Context: an optimization exercise on an open-source flow, tuned for small area and a short achievable clock period. The choices shown serve that exercise and are no tape-out recipe. Function was checked by simulation only, so behaviour that the tests miss may differ from the original.

## amber
==> flow/design.v (excerpt) <==
module fir_direct_nom (
    input              clk,
    input              rst,
    input  signed [4:0] in,
    output signed [4:0] out,
    input  [249:0]     tap_coeffs
);
Settings: LEC_CHECK=0, CAP_MARGIN=20, CORE_MARGIN=2, CORE_UTILIZATION=40, CTS_BUF_LIST=sky130_fd_sc_hd__clkbuf_8, CTS_CLUSTER_DIAMETER=50, CTS_CLUSTER_SIZE=16, PLACE_DENSITY=0.7, SLEW_MARGIN=20, SYNTH_HIERARCHICAL=1, SYNTH_MINIMUM_KEEP_SIZE=0; clock period 12.0 ns.
standard.sh (not shown) runs the stock make flow with config.mk's settings and CLKGATE_MAP_FILE= SYNTH_SCRIPT=/design/flow/synth_recipe.tcl, a recipe that flattens the netlist after the stock synthesis.
==> flow/flow/run.sh <==
#!/bin/bash
# ORFS layout (the standard.sh) in three calls:
#  1. synthesis to placement as standard, with plain buf_2 port buffers;
#  2. CTS and 3. routing to finish, with timing repair aimed at a setup
#     slack margin and at the worst paths only.
set -e
export BUFFER_PORTS_ARGS="-buffer_cell sky130_fd_sc_hd__buf_2"
bash standard.sh synth floorplan place > standard_place.log 2>&1
export SETUP_SLACK_MARGIN=7.4
export TNS_END_PERCENT=0
bash standard.sh cts > standard_cts.log 2>&1
bash standard.sh > standard_finish.log 2>&1
--- input diff amber..yarrow ---
--- a/flow/design.v
+++ b/flow/design.v
@@ -13,14 +13,14 @@
     input  signed [4:0] in,
     output signed [4:0] out,
     input  [249:0]     tap_coeffs
 );
 logic [48:0][4:0] sr;     
 logic [160:0] ra, ra_d;  
-logic [6:0] lo_q;         
-logic [4:0] x_q, g_q, o_q;  
+logic [5:0] lo_q;         
+logic [5:0] x_q, g_q, o_q;  
 logic v1, v2;              
 wire [10:0] sum_a, sum_b, sum;
 wire n1;
 wire n2;
 wire n3;
 wire n4;
@@ -5977,13 +5977,13 @@
 assign n3410 = ~(~n3400 ^ ~n3403);
 assign n3411 = ~n3400 | ~n3403;
 assign n3412 = ~n3405;
 fa u_n3413 (.a(n3410), .b(n3412), .c(n3409), .s(n3413), .co(n3414));
 assign sum_a = {n3411, n3413, n3397, n3373, n3334, n3333, n3231, ~n3228, n3175, n3132, ~n3095};
 assign sum_b = {n3414, 1'b0, n3408, n3396, n3372, 1'b0, n3283, n3230, n3179, 1'b0, n3098};
-assign sum = {5'b0, {1'b0, sum_a[5:0]} + {1'b0, sum_b[5:0]}};
+assign sum = {6'b0, {1'b0, sum_a[4:0]} + {1'b0, sum_b[4:0]}};
 always @(posedge clk or posedge rst) begin
     if (rst) begin
         sr <= '0;
         v1 <= 1'b0;
         v2 <= 1'b0;
     end else begin
@@ -5991,25 +5991,25 @@
         v1 <= 1'b1;
         v2 <= v1;
     end
 end
 always @(posedge clk) begin
     ra <= ra_d;
-    lo_q <= sum[6:0];
-    x_q <= sum_a[10:6] ^ sum_b[10:6];
-    g_q <= sum_a[10:6] & sum_b[10:6];
-    o_q <= sum_a[10:6] | sum_b[10:6];
+    lo_q <= sum[5:0];
+    x_q <= sum_a[10:5] ^ sum_b[10:5];
+    g_q <= sum_a[10:5] & sum_b[10:5];
+    o_q <= sum_a[10:5] | sum_b[10:5];
 end
-wire hz = (x_q[0] == lo_q[6]) && (x_q[4:1] == o_q[3:0]);
-wire ho = (x_q[0] != lo_q[6]) && (&(x_q[4:1] ^ g_q[3:0]));
-wire [5:0] c;   
-assign c[0] = lo_q[6];
+wire hz = (x_q[0] == lo_q[5]) && (x_q[5:1] == o_q[4:0]);
+wire ho = (x_q[0] != lo_q[5]) && (&(x_q[5:1] ^ g_q[4:0]));
+wire [6:0] c;   
+assign c[0] = lo_q[5];
 genvar gi;
-for (gi = 0; gi < 5; gi = gi + 1) begin : g_c
+for (gi = 0; gi < 6; gi = gi + 1) begin : g_c
     assign c[gi+1] = g_q[gi] | (x_q[gi] & c[gi]);
 end
-wire sgn = x_q[4] ^ c[4];
-wire lz = ~|lo_q[5:4];
-wire lo1 = &lo_q[5:4];
+wire sgn = x_q[5] ^ c[5];
+wire lz = ~|lo_q[4:4];
+wire lo1 = &lo_q[4:4];
 wire inr = (hz && lz) || (ho && lo1);
 assign out = !v2 ? 5'sd0 : inr ? lo_q[4:0] : sgn ? -5'sd16 : 5'sd15;
 endmodule
==> comparison <==
yarrow ran to completion and came out clean on the timing, design-rule and antenna checks.
A worst setup path startpoint of tap_coeffs[62] is what yarrow shows, while tap_coeffs[93] belongs to amber.
Delta (yarrow minus amber): via count +355; maximum fanout along the worst path ~0 delta; number of non-clock buffers +5.
Ratio of final minimum period to clock period: yarrow lower than amber
Diff amber -> yarrow | number of resized instances in the post-cts repair step | increase of 177
Diff amber -> yarrow | H-tree depth | increase of 1
Buffer count from post-CTS setup fixing was lower in amber than in yarrow.
Between amber and yarrow, the number of standard cells in the layout, taps in and fillers out does not differ in any meaningful way.
Area after synthesis: amber vs yarrow, no meaningful difference
Comparing worst hold slack after final layout for amber and yarrow, the bigger number came from yarrow.

## separate check: timing with driven ports
No port has a modelled driver above. Below, the same layouts with a new extraction and two added sets of constraints. Step 1 (the two cells are an assumption about what drives the block):
set clk [get_ports {clk}]
set_driving_cell -lib_cell sky130_fd_sc_hd__clkbuf_16 $clk
set_driving_cell -lib_cell sky130_fd_sc_hd__buf_2 [delete_from_list [all_inputs] $clk]
Step 2 moves the port delays by t, midway between the first and last clock arrival at a register: inputs arrive t later, outputs are due t later. That takes back most of the time a late clock gives input paths. Slacks: ideal ports / drivers / drivers and shift; pairs: ideal ports / drivers.
| run | shift t [ns] | slack for setup (ns) | worst setup path at the end | worst register clock-pin slew, ns | worst slew at a driven data input, ns |
|---|---|---|---|---|---|
| amber | 0.787 | 7.141 / 7.122 / 6.388 | input to register | 0.10 / 0.10 | 0.08 |
| yarrow | 0.760 | 7.232 / 7.214 / 6.454 | input to register | 0.09 / 0.09 | 0.10 |
After both steps setup and hold are still met in every run listed. For yarrow, which loses most, drivers alone change the setup slack by -0.018 ns; drivers and shift together by -0.778 ns.
